What follows belongs to an exercise in optimizing a design on an open flow for small area and a short achievable clock period; a production flow would make more cautious choices. The RTL was checked by simulation tests, not by an equivalence proof against the original design. The clock input has no modelled driver; a real chip could not lean on it and would need a root buffer or a full tree. Power and IR drop assume default switching activity.

==> flow/design.v, too long to show whole: its modules and the start of the top module <==
// module ParallelFIR: 968 lines
// module FullAdd: 5 lines
module ParallelFIR(input wire clk,
                   input wire signed [7:0] x,
                   output reg signed [17:0] y);
  // ...
==> flow/flow/run.sh <==
#!/bin/bash
# The standard layout with these changes to how it is made (the SDC and
# its clock period are unchanged):
#  - repair_timing keeps extra setup margin, so that it sizes the design for a
#    shorter achieved period;
#  - the clock tree uses larger sink clusters and no dummy loads, and after CTS
#    its branch level is removed and the root split in two (flatten_clock.tcl),
#    so every register is clocked through one root buffer and one leaf buffer;
#  - the port buffers are buf_2 cells.
# Each tool's full output is in the ORFS logs; make's output is in
# standard_cts.log and standard.log, the clock edit's in flatten_clock.log.
set -e
export SETUP_SLACK_MARGIN=7.95
export CTS_ARGS="-sink_clustering_enable -repair_clock_nets -dont_use_dummy_load -buf_list sky130_fd_sc_hd__clkbuf_16 -sink_clustering_size 30 -sink_clustering_max_diameter 200"
export BUFFER_PORTS_ARGS="-buffer_cell sky130_fd_sc_hd__buf_2"
bash standard.sh cts > standard_cts.log 2>&1
CLK_TWO_ROOTS=1 CTS_ODB=$PWD/orfs/results/$FLOW_PLATFORM/ParallelFIR/base/4_cts.odb openroad -no_init -exit flow/flatten_clock.tcl > flatten_clock.log 2>&1
bash standard.sh > standard.log 2>&1
==> flow/flow/flatten_clock.tcl <==
# Make the clock tree two levels deep: the leaf buffers that CTS hung below
# intermediate branch buffers are moved onto the root, and the branch buffers
# removed; then the leaves are split between two root buffers (east and west
# halves), each placed at the middle of its leaves.  Every register keeps the
# same structure (one root buffer + one leaf buffer) between the clock port and
# its clock pin.
set odb_file $::env(CTS_ODB)
read_db $odb_file
set block [ord::get_db_block]
set clk [$block findNet clk]
set roots {}
foreach it [$clk getITerms] { lappend roots [$it getInst] }
if {[llength $roots] != 1} { puts "root count [llength $roots], nothing done"; exit 0 }
set root [lindex $roots 0]
set rootnet [[$root findITerm X] getNet]
puts "root [$root getName] ([[$root getMaster] getName]) net [$rootnet getName]"
set mids {}
foreach it [$rootnet getITerms] {
  set inst [$it getInst]
  if {$inst eq $root} continue
  set m [[$inst getMaster] getName]
  if {![string match "sky130_fd_sc_hd__clkbuf_*" $m]} { puts "non-buffer load [$inst getName] $m, nothing done"; exit 0 }
  lappend mids $inst
}
set moved 0
foreach mid $mids {
  set out [[$mid findITerm X] getNet]
  set loads {}
  foreach it [$out getITerms] {
    if {[$it getInst] ne $mid} { lappend loads $it }
  }
  set ok 1
  foreach it $loads {
    if {![string match "sky130_fd_sc_hd__clkbuf_*" [[[$it getInst] getMaster] getName]]} { set ok 0 }
  }
  if {!$ok} { puts "[$mid getName] drives registers, kept"; continue }
  foreach it $loads {
    $it disconnect
    $it connect $rootnet
    incr moved
  }
  puts "removed [$mid getName] ([llength $loads] leaves)"
  odb::dbInst_destroy $mid
  odb::dbNet_destroy $out
}
puts "moved $moved leaf buffers onto [$rootnet getName]"

if {[info exists ::env(CLK_TWO_ROOTS)] && $::env(CLK_TWO_ROOTS)} {
  set leaves {}
  foreach it [$rootnet getITerms] {
    if {[$it getInst] ne $root} { lappend leaves $it }
  }
  if {[llength $leaves] >= 4} {
    # split by x at the median
    set xs {}
    foreach it $leaves { lappend xs [list [lindex [[$it getInst] getLocation] 0] $it] }
    set xs [lsort -integer -index 0 $xs]
    set half [expr {[llength $xs] / 2}]
    set west [lrange $xs 0 [expr {$half - 1}]]
    set east [lrange $xs $half end]
    set master [$root getMaster]
    set root2 [odb::dbInst_create $block $master "clkbuf_0b_clk"]
    set net2 [odb::dbNet_create $block "clknet_0b_clk"]
    $net2 setSigType CLOCK
    [$root2 findITerm A] connect $clk
    [$root2 findITerm X] connect $net2
    foreach e $east {
      set it [lindex $e 1]
      $it disconnect
      $it connect $net2
    }
    # place each root at the centroid of its leaves
    foreach pair [list [list $root $west] [list $root2 $east]] {
      set inst [lindex $pair 0]
      set sx 0; set sy 0; set n 0
      foreach e [lindex $pair 1] {
        set loc [[[lindex $e 1] getInst] getLocation]
        incr sx [lindex $loc 0]; incr sy [lindex $loc 1]; incr n
      }
      $inst setLocation [expr {$sx / $n}] [expr {$sy / $n}]
      $inst setPlacementStatus PLACED
    }
    puts "two roots: [llength $west] west, [llength $east] east leaves"
    detailed_placement
    check_placement
  }
}
write_db $odb_file
==> flow/standard.sh <==
#!/bin/bash
# synth_recipe.tcl (not shown) runs the flow's synth.tcl, then flattens the netlist and writes it again
# the make line also repeats each setting of config.mk as NAME=value (left out here)
make -C /OpenROAD-flow-scripts/flow DESIGN_CONFIG=/design/flow/config.mk WORK_HOME=/design/flow/orfs CLKGATE_MAP_FILE= SYNTH_SCRIPT=/design/flow/synth_recipe.tcl "${@:-finish}"
==> flow/config.mk <==
export PLATFORM = sky130hd
export DESIGN_NAME = ParallelFIR
export DESIGN_NICKNAME = ParallelFIR
export VERILOG_FILES = /design/flow/design.v
export SDC_FILE = /design/flow/constraint.sdc
export NUM_CORES = 4
export LEC_CHECK = 0
export CAP_MARGIN = 20
export CORE_MARGIN = 2
export CORE_UTILIZATION = 50
export SLEW_MARGIN = 20
export SYNTH_HIERARCHICAL = 1
export SYNTH_MINIMUM_KEEP_SIZE = 0
==> flow/constraint.sdc <==
create_clock -name core_clock -period 11.0 [get_ports {clk}]
set_input_delay 2.2000 -clock core_clock [delete_from_list [all_inputs] [get_ports {clk}]]
set_output_delay 2.2000 -clock core_clock [all_outputs]
set_load 0.01 [all_outputs]
==> flow_metrics.env, run 1 <==
export IMPL_place_area_sq_um=13970
export IMPL_vias_per_cell=4.679
export IMPL_grt_overflow_total=0
export IMPL_grt_max_degree=31
export IMPL_synth_xor_xnor_area_share_pct=0.5219
export IMPL_antenna_cells=0
export IMPL_synth_compound_area_share_pct=1.174
export IMPL_top_usage_layer="met2"
export IMPL_status="no timing/DRC/antenna violations"
export IMPL_r2r_cells=5
export IMPL_nNetsFinal=1277
export IMPL_cts_resized=12
export IMPL_max_flop_register="y"
export IMPL_fin_worst_skew_ns=0.06582
export IMPL_grt_pass1_wl_um=38240
export IMPL_crit_cells=1
export IMPL_clkbuf_count=11
export IMPL_switching_share_pct=38.74
export IMPL_final_period_utilization_pct=27.25
export IMPL_area_growth_pct=6.776
export IMPL_worst_path_buf_inv=1
export IMPL_ant_nets=0
export IMPL_critPathCapture="y[11]"
export IMPL_netlist_area_leader_share_pct=46.68
export IMPL_largest_reg_flops=18
export IMPL_crit_path_end_kind="output pin"
export IMPL_die_x_um=167.9
export IMPL_multiInputGateArea_sq_um=7358
export IMPL_synth_top_family_by_area="adder cells"
export IMPL_p_per_area_nw_per_um2=318.9
export IMPL_post_route_drc_count=0
export IMPL_power_total_w=0.004571
export IMPL_drt_iter0_drc=155
export IMPL_power_top_group="combinational logic"
export IMPL_die_area_sq_um=28180
export IMPL_hold_class="reg -> reg"
export IMPL_grt_usage_pct=17.53
export IMPL_place_congestion=0.8028
==> run 2: changes to the inputs <==
==> flow/flow/run.sh (replaced) <==
#!/bin/bash
# The standard layout with these changes to how it is made (the SDC and
# its clock period are unchanged):
#  - repair_timing keeps extra setup margin, so that it sizes the design for a
#    shorter achieved period;
#  - the clock tree uses larger sink clusters and no dummy loads, and after CTS
#    its branch level is removed and the root split in four (flatten_clock.tcl),
#    so every register is clocked through one root buffer and one leaf buffer;
#  - the port buffers are buf_2 cells.
# Each tool's full output is in the ORFS logs; make's output is in
# standard_cts.log and standard.log, the clock edit's in flatten_clock.log.
set -e
export SETUP_SLACK_MARGIN=8.05
export CTS_ARGS="-sink_clustering_enable -repair_clock_nets -dont_use_dummy_load -buf_list sky130_fd_sc_hd__clkbuf_16 -sink_clustering_size 30 -sink_clustering_max_diameter 200"
export BUFFER_PORTS_ARGS="-buffer_cell sky130_fd_sc_hd__buf_2"
bash standard.sh cts > standard_cts.log 2>&1
CLK_ROOTS=4 CTS_ODB=$PWD/orfs/results/$FLOW_PLATFORM/ParallelFIR/base/4_cts.odb openroad -no_init -exit flow/flatten_clock.tcl > flatten_clock.log 2>&1
bash standard.sh > standard.log 2>&1
==> flow/flow/flatten_clock.tcl (replaced) <==
# Make the clock tree two levels deep: the leaf buffers that CTS hung below
# intermediate branch buffers are moved onto the root, and the branch buffers
# removed; then the leaves are split between CLK_ROOTS root buffers (2: west and
# east halves, 4: quarters), each placed at the middle of its leaves.  Every register keeps the
# same structure (one root buffer + one leaf buffer) between the clock port and
# its clock pin.
set odb_file $::env(CTS_ODB)
read_db $odb_file
set block [ord::get_db_block]
set clk [$block findNet clk]
set roots {}
foreach it [$clk getITerms] { lappend roots [$it getInst] }
if {[llength $roots] != 1} { puts "root count [llength $roots], nothing done"; exit 0 }
set root [lindex $roots 0]
set rootnet [[$root findITerm X] getNet]
puts "root [$root getName] ([[$root getMaster] getName]) net [$rootnet getName]"
set mids {}
foreach it [$rootnet getITerms] {
  set inst [$it getInst]
  if {$inst eq $root} continue
  set m [[$inst getMaster] getName]
  if {![string match "sky130_fd_sc_hd__clkbuf_*" $m]} { puts "non-buffer load [$inst getName] $m, nothing done"; exit 0 }
  lappend mids $inst
}
set moved 0
foreach mid $mids {
  set out [[$mid findITerm X] getNet]
  set loads {}
  foreach it [$out getITerms] {
    if {[$it getInst] ne $mid} { lappend loads $it }
  }
  set ok 1
  foreach it $loads {
    if {![string match "sky130_fd_sc_hd__clkbuf_*" [[[$it getInst] getMaster] getName]]} { set ok 0 }
  }
  if {!$ok} { puts "[$mid getName] drives registers, kept"; continue }
  foreach it $loads {
    $it disconnect
    $it connect $rootnet
    incr moved
  }
  puts "removed [$mid getName] ([llength $loads] leaves)"
  odb::dbInst_destroy $mid
  odb::dbNet_destroy $out
}
puts "moved $moved leaf buffers onto [$rootnet getName]"

set nroots 1
if {[info exists ::env(CLK_ROOTS)]} { set nroots $::env(CLK_ROOTS) }
if {$nroots > 1} {
  set leaves {}
  foreach it [$rootnet getITerms] {
    if {[$it getInst] ne $root} { lappend leaves $it }
  }
  if {[llength $leaves] >= 2 * $nroots} {
    # split the leaves into nroots groups of neighbours: by x, then each
    # half by y when there are four
    set xs {}
    foreach it $leaves { lappend xs [list [lindex [[$it getInst] getLocation] 0] [lindex [[$it getInst] getLocation] 1] $it] }
    set xs [lsort -integer -index 0 $xs]
    set half [expr {[llength $xs] / 2}]
    set groups [list [lrange $xs 0 [expr {$half - 1}]] [lrange $xs $half end]]
    if {$nroots == 4} {
      set g4 {}
      foreach g $groups {
        set g [lsort -integer -index 1 $g]
        set h [expr {[llength $g] / 2}]
        lappend g4 [lrange $g 0 [expr {$h - 1}]] [lrange $g $h end]
      }
      set groups $g4
    }
    set master [$root getMaster]
    set k 0
    foreach g $groups {
      if {$k == 0} {
        set inst $root
      } else {
        set inst [odb::dbInst_create $block $master "clkbuf_0_${k}_clk"]
        set net [odb::dbNet_create $block "clknet_0_${k}_clk"]
        $net setSigType CLOCK
        [$inst findITerm A] connect $clk
        [$inst findITerm X] connect $net
        foreach e $g {
          set it [lindex $e 2]
          $it disconnect
          $it connect $net
        }
      }
      set sx 0; set sy 0; set n 0
      foreach e $g { incr sx [lindex $e 0]; incr sy [lindex $e 1]; incr n }
      $inst setLocation [expr {$sx / $n}] [expr {$sy / $n}]
      $inst setPlacementStatus PLACED
      incr k
    }
    puts "$nroots roots: [join [lmap g $groups {llength $g}] { }] leaves"
    detailed_placement
    check_placement
  }
}
write_db $odb_file
==> run 2 against run 1 <==
  * Critical path type unchanged
  * Largest power group unchanged
  * Critical endpoint unchanged
  * Non-clock buffer count is 18 higher
  * Still clean
  * Critical path depth stayed put
  * Routed wire length is 1.1% higher
  * Fmax is 1.2% higher
==> flow_metrics.env, run 2 <==
export IMPL_status="no timing/DRC/antenna violations"
export IMPL_hold_class="reg -> reg"
export IMPL_n_fill_cell=2141
export IMPL_final_period_utilization_pct=26.93
export IMPL_cellLeakagePower_nw=6.422
export IMPL_synth_edf_count=0
export IMPL_synth_seq_cells=274
export IMPL_synth_nets=1236
export IMPL_fin_tns_setup_ns=0
export IMPL_syn_inst=849
export IMPL_die_y_um=167.9
export IMPL_fin_worst_skew_ns=0.08116
export IMPL_yosysTopAreaCell="fa_1"
export IMPL_cp_data_required_time_ns=8.80
export IMPL_die_area_sq_um=28180
export IMPL_synth_area_sq_um=13420
export IMPL_place_port_buffers=26
export IMPL_worst_path_buf_inv=1
export IMPL_grt_max_degree=31
export IMPL_clock_fmax_mhz=337.5
export IMPL_yosys_top_cells_count="fa_1 (313), dfxtp_1 (274), inv_1 (160)"
export IMPL_die_x_um=167.9
export IMPL_p_per_area_nw_per_um2=317.3
export IMPL_crit_fanout=1
export IMPL_grt_pass1_vias=7392
export IMPL_max_flop_register="y"
export IMPL_num_rows=59
export IMPL_area_growth_pct=8.864
export IMPL_power_total_w=0.004637
export IMPL_vias=5815
export IMPL_slowest_stage="dfxtp_1"
export IMPL_vias_per_cell=4.686
export IMPL_tightestPinTransition_ns=0.4904
export IMPL_io_pins=27
export IMPL_clk_pin_slew_worst_paths_ns=0.11
export IMPL_clock_latency_ns=0.32
export IMPL_async_flop_share_pct=0
export IMPL_netlist_area_leader_share_pct=46.68
export IMPL_yosysMostFrequentCell="fa_1"
export IMPL_drive_gt1_share_pct=12.58
export IMPL_drt_iter0_drc=147
export IMPL_synth_area_leaders="fa_1 (47%), dfxtp_1 (41%), ha_1 (6.1%), inv_1 (4.5%), xnor2_1 (0.33%)"
export IMPL_grt_pass1_wl_um=38430
export IMPL_initial_core_util_pct=51.22
export IMPL_hold_viol=0
export IMPL_wl_um=20600
export IMPL_core_region_area_sq_um=26210
export IMPL_yosys_cell_types_count=22
export IMPL_cpPeakStageDelay_ns=0.32
export IMPL_setup_viol=0
export IMPL_min_period_ns=2.963
export IMPL_drtPass1Iterations=4
export IMPL_mostFrequentLayoutCells="fa_1 (309), dfxtp_1 (226), inv_1 (160), ha_1 (64), dfxtp_2 (34)"
export IMPL_dp_cells=1210
export IMPL_place_area_sq_um=13970
export IMPL_design_area_sq_um=14610
export IMPL_cp_cell_sequence="buf_2"
export IMPL_layout_cells_non_filler=1241
export IMPL_arrival_ns=0.76
export IMPL_synthFlopType="dfxtp_1"
export IMPL_layout_commonest_cell="fa_1"
export IMPL_post_route_drc_count=0
export IMPL_worstSetupPathType="reg -> out"
export IMPL_largest_reg_flops=18
export IMPL_ir_drop_uv=136.8
export IMPL_grt_usage_pct=17.59
export IMPL_cts_sinks=274
export IMPL_crit_path_end_kind="output pin"
export IMPL_drv_cap=0
export IMPL_final_max_slew_viol_count=0
export IMPL_wl_per_cell_um=16.60
export IMPL_rsz0062_at_grt="yes"
export IMPL_place_hpwl_um=17210
export IMPL_antenna_cells=0
export IMPL_holdWs_ns=0.3455
export IMPL_grt_overflow_total=0
export IMPL_ys_seq_area_share_pct=40.86
export IMPL_yosys_warnings=7
export IMPL_nNetsFinal=1295
export IMPL_start_kind="flop"
export IMPL_cp_top_family="flip-flops"
export IMPL_ant_nets=0
export IMPL_antenna_found_initial=0
export IMPL_place_congestion=0.8028
export IMPL_syn_area_per_cell_sq_um=15.81
export IMPL_relSlewSlack_pct=67.26
-- run 2: layout make-up --
class                           instances  area, sq um  share of cell area (%)
Inverter                              160        600.6                   4.110
Clock buffer                           11        275.3                   1.884
Tap cell                              335        419.2                   2.868
Sequential cell                       274         5580                   38.18
Buffer                                  3        75.07                  0.5137
Timing Repair Buffer                   43        276.5                   1.892
Multi-Input combinational cell        415         7387                   50.55
-- run 2: modules after synthesis, one instance, submodules excluded --
module	cells inside	flops+latches	area, sq um	copies in the design
FullAdd	1	0	20.02	304
ParallelFIR	545	274	7338	1
-- run 2: worst paths after layout --
| path | startpoint | endpoint | slack, ns | cells after the start |
|---|---|---|---|---|
| worst max-delay path | y[11]$_DFF_P_ | y[11] | 8.04 | 1 |
| worst min register to register | x15[0]$_DFF_P_ | x16[0]$_DFF_P_ | 0.35 | 0 |
| worst max register to register | x8[6]$_DFF_P_ | p2_7_1$_DFF_P_ | 8.08 | 5 |
| worst min-delay path | x15[0]$_DFF_P_ | x16[0]$_DFF_P_ | 0.35 | 0 |
-- run 2: timing repair --
action	CTS	global route
setup endpoints to repair	44	42
setup buffers	2	15
gates resized for setup	28	45
pin swaps	5	2
hold buffers	0	0
-- run 2: metal layers --
metal	part of all wire, %	vias up	global-route usage (%)
met3	2.1	21	2.398
li1	-	2620	-
met1	45	3135	24.74
met2	51	39	29.37
met4	1.7	0	4.423
met5	0	-	0
-- run 2: metrics by stage --
step	util, %	setup slack [ns]
2_1_floorplan	-	8.083
3_3_place_gp	53.32	7.942
3_5_place_dp	53.32	7.868
4_1_cts	54.79	7.829
5_1_grt	55.77	7.997
6_report	55.77	8.037
-- run 2: logic make-up (layout without fill, tap and decap cells) --
family	after synthesis	in the layout	synth area share [%]
buffers and inverters	160	217	4.474
DFF	274	274	40.86
and+or+nand+nor	8	8	0.2329
xor gates and xnor gates	8	8	0.5220
adders and majority gates	378	378	52.74
AOI/OAI and AO/OA	21	21	1.175
-- run 2: power breakdown --
part	internal [W]	switching, W	total, W
Clock	0.000231	0.000287	0.000518
Combinational	0.00127	0.00134	0.00261
Sequential	0.00136	0.000153	0.00151
Total	0.00286	0.00178	0.00464
==> run 3: changes to the inputs <==
--- a/flow/flow/run.sh
+++ b/flow/flow/run.sh
@@ -11,5 +11,5 @@
 # standard_cts.log and standard.log, the clock edit's in flatten_clock.log.
 set -e
-export SETUP_SLACK_MARGIN=8.05
+export SETUP_SLACK_MARGIN=7.95
 export CTS_ARGS="-sink_clustering_enable -repair_clock_nets -dont_use_dummy_load -buf_list sky130_fd_sc_hd__clkbuf_16 -sink_clustering_size 30 -sink_clustering_max_diameter 200"
 export BUFFER_PORTS_ARGS="-buffer_cell sky130_fd_sc_hd__buf_2"
==> run 3 against run 2 <==
  * Clock power about the same
  * Total power decreased by 0.70%
  * Largest cell class unchanged
  * Non-clock buffer count decreased by 16
  * Highest routed layer unchanged
  * Design area decreased by 1.6%
  * Critical path depth is the same
  * Global-route usage barely moved
  * Utilization fell by 0.87 points
  * Die area is the same
  * Critical endpoint unchanged
  * Synthesized cell count stayed put
  * Clock-buffer cell count unchanged
  * Sequential power about the same
==> flow_metrics.env, run 3 <==
export IMPL_synth_area_sq_um=13420
export IMPL_drt_iter0_drc=144
export IMPL_die_area_sq_um=28180
export IMPL_arrival_ns=0.76
export IMPL_p_per_area_nw_per_um2=320.1
export IMPL_die_y_um=167.9
export IMPL_worstSetupPathType="reg -> out"
export IMPL_synth_edf_count=0
export IMPL_cp_top_family="flip-flops"
export IMPL_synthFlopType="dfxtp_1"
export IMPL_tightestPinTransition_ns=0.5026
export IMPL_final_period_utilization_pct=26.94
export IMPL_hold_class="reg -> reg"
export IMPL_cpPeakStageDelay_ns=0.32
export IMPL_rsz0062_at_grt="no"
export IMPL_ff2ff_setup_slack_ns=8.06
export IMPL_yosys_warnings=7
export IMPL_area_growth_pct=7.168
export IMPL_yosys_cell_types_count=22
export IMPL_wl_um=20480
export IMPL_antenna_found_initial=0
export IMPL_layout_cells_non_filler=1225
export IMPL_drtPass1Iterations=4
export IMPL_final_max_slew_viol_count=0
export IMPL_drv_cap=0
export IMPL_cp_cell_sequence="buf_2"
export IMPL_ir_drop_uv=136.5
export IMPL_cp_data_required_time_ns=8.80
export IMPL_clock_latency_ns=0.32
export IMPL_ant_nets=0
export IMPL_place_port_buffers=26
export IMPL_wl_per_cell_um=16.72
export IMPL_drive_gt1_share_pct=7.640
export IMPL_crit_fanout=1
export IMPL_place_congestion=0.8028
export IMPL_grt_pass1_wl_um=38340
export IMPL_die_x_um=167.9
export IMPL_nNetsFinal=1279
export IMPL_cellLeakagePower_nw=6.337
export IMPL_io_pins=27
export IMPL_hold_viol=0
export IMPL_syn_area_per_cell_sq_um=15.81
export IMPL_vias=5747
export IMPL_grt_usage_pct=17.54
export IMPL_post_route_drc_count=0
export IMPL_syn_inst=849
export IMPL_core_region_area_sq_um=26210
export IMPL_grt_overflow_total=0
export IMPL_num_rows=59
export IMPL_crit_path_end_kind="output pin"
export IMPL_clock_fmax_mhz=337.4
export IMPL_grt_pass1_vias=7361
export IMPL_yosysMostFrequentCell="fa_1"
export IMPL_yosysTopAreaCell="fa_1"
export IMPL_netlist_area_leader_share_pct=46.68
export IMPL_max_flop_register="y"
export IMPL_min_period_ns=2.964
export IMPL_place_hpwl_um=17210
export IMPL_layout_commonest_cell="fa_1"
export IMPL_clk_pin_slew_worst_paths_ns=0.11
export IMPL_relSlewSlack_pct=66.44
export IMPL_mostFrequentLayoutCells="fa_1 (313), dfxtp_1 (250), inv_1 (160), ha_1 (65), buf_2 (26)"
export IMPL_cts_sinks=274
export IMPL_yosys_top_cells_count="fa_1 (313), dfxtp_1 (274), inv_1 (160)"
export IMPL_worst_path_buf_inv=1
export IMPL_fin_worst_skew_ns=0.08262
export IMPL_start_kind="flop"
export IMPL_vias_per_cell=4.691
export IMPL_synth_nets=1236
export IMPL_setup_viol=0
export IMPL_synth_seq_cells=274
export IMPL_grt_max_degree=31
export IMPL_fin_tns_setup_ns=0
export IMPL_status="no timing/DRC/antenna violations"
export IMPL_antenna_cells=0
export IMPL_slowest_stage="dfxtp_1"
export IMPL_dp_cells=1210
export IMPL_async_flop_share_pct=0
export IMPL_ys_seq_area_share_pct=40.86
export IMPL_initial_core_util_pct=51.22
export IMPL_synth_area_leaders="fa_1 (47%), dfxtp_1 (41%), ha_1 (6.1%), inv_1 (4.5%), xnor2_1 (0.33%)"
export IMPL_largest_reg_flops=18
run 3: per-module statistics from Yosys (local to each module, per instance):
module       cells  times used
FullAdd          1         304
ParallelFIR    545           1
run 3: report_power, final:
part           total (W)  internal, W  switching (W)
Combinational    0.00257      0.00124        0.00133
Clock           0.000519     0.000231       0.000288
Sequential       0.00151      0.00136       0.000153
run 3: kinds of logic after synthesis:
kind of cell / synth area share (%)
AOI/OAI and AO/OA: 1.175
xor gates and xnor gates: 0.5220
adders and majority gates: 52.74
buffers and inverters: 4.474
DFF: 40.86
and+or+nand+nor: 0.2329
run 3: cell type report:
type	instances	area [sq um]
tap	335	419.2
sequential	274	5520
clock buffer	11	275.3
fill	2160	11820
timing repair buffer	27	137.6
inverter	160	600.6
buffer	3	75.07
multi-input combinational	415	7358
run 3: worst paths after layout:
kind                       start              to  depth (start not counted)
setup / recovery   y[11]$_DFF_P_           y[11]                          1
hold / removal    x15[0]$_DFF_P_  x16[0]$_DFF_P_                          0
setup reg to reg   x9[2]$_DFF_P_  p3_8_1$_DFF_P_                          5
hold reg to reg   x15[0]$_DFF_P_  x16[0]$_DFF_P_                          0
run 3: layer usage:
metal	up-vias	global-route usage, %	wire length [um]
met1	3098	24.78	9190
met3	19	2.398	450
met4	0	4.423	338
li1	2587	-	-
met5	-	0	0
met2	43	29.18	10500
run 3: metrics by stage:
step / util, % / setup slack, ns / hold slack, ns / area, sq um / total power [W]
finish: 54.90 / 8.036 / 0.3455 / 14390 / 0.004605
global route: 54.90 / 7.955 / 0.3593 / 14390 / 0.005285
CTS: 54.65 / 7.829 / 0.3528 / 14320 / 0.004746
detailed placement: 53.32 / 7.868 / 0.3223 / 13970 / 0.004193
global placement: 53.32 / 7.942 / 0.3153 / 13970 / 0.004107
floorplan: - / 8.083 / 0.3096 / 13420 / 0.003414
run 3: worst register-to-register path, stage by stage (launching register included):
cell and delay, ns:
dfxtp_2 0.50, fa_1 0.49, fa_1 0.48, fa_1 0.40, fa_1 0.54, fa_1 0.41
run 3: what timing repair did:
item                                    CTS  global route
hold buffers                              0             0
resized for setup                        12            16
endpoints found under the setup margin   33            14
setup buffers                             1             0
pin swaps                                 1             2

-- static timing again, ports no longer ideal --
No port has a modelled driver above. Below, the same layouts with a new extraction and two added sets of constraints. Step 1 sets driving cells, clkbuf_16 on the clock port and buf_2 on the other inputs (assumed; they add their load-dependent delay and slew). Step 2 also shifts input and output timing later by t, the mid clock arrival at the registers, as if the neighbouring blocks saw the same clock. Slacks: ideal ports / drivers / drivers and shift; pairs: ideal ports / drivers.
| run | shift t [ns] | setup slack, ns | clock arrival spread, ns | slew at the worst register clock pin (ns) | worst slew at a driven data input, ns |
|---|---|---|---|---|---|
| run 1 | 0.386 | 8.002 / 7.938 / 8.062 | 0.067 / 0.066 | 0.12 / 0.12 | 0.03 |
| run 2 | 0.381 | 8.037 / 7.940 / 8.075 | 0.082 / 0.081 | 0.12 / 0.12 | 0.03 |
| run 3 | 0.381 | 8.036 / 7.939 / 8.056 | 0.083 / 0.082 | 0.12 / 0.12 | 0.03 |
After both steps setup and hold are still met in every run listed.
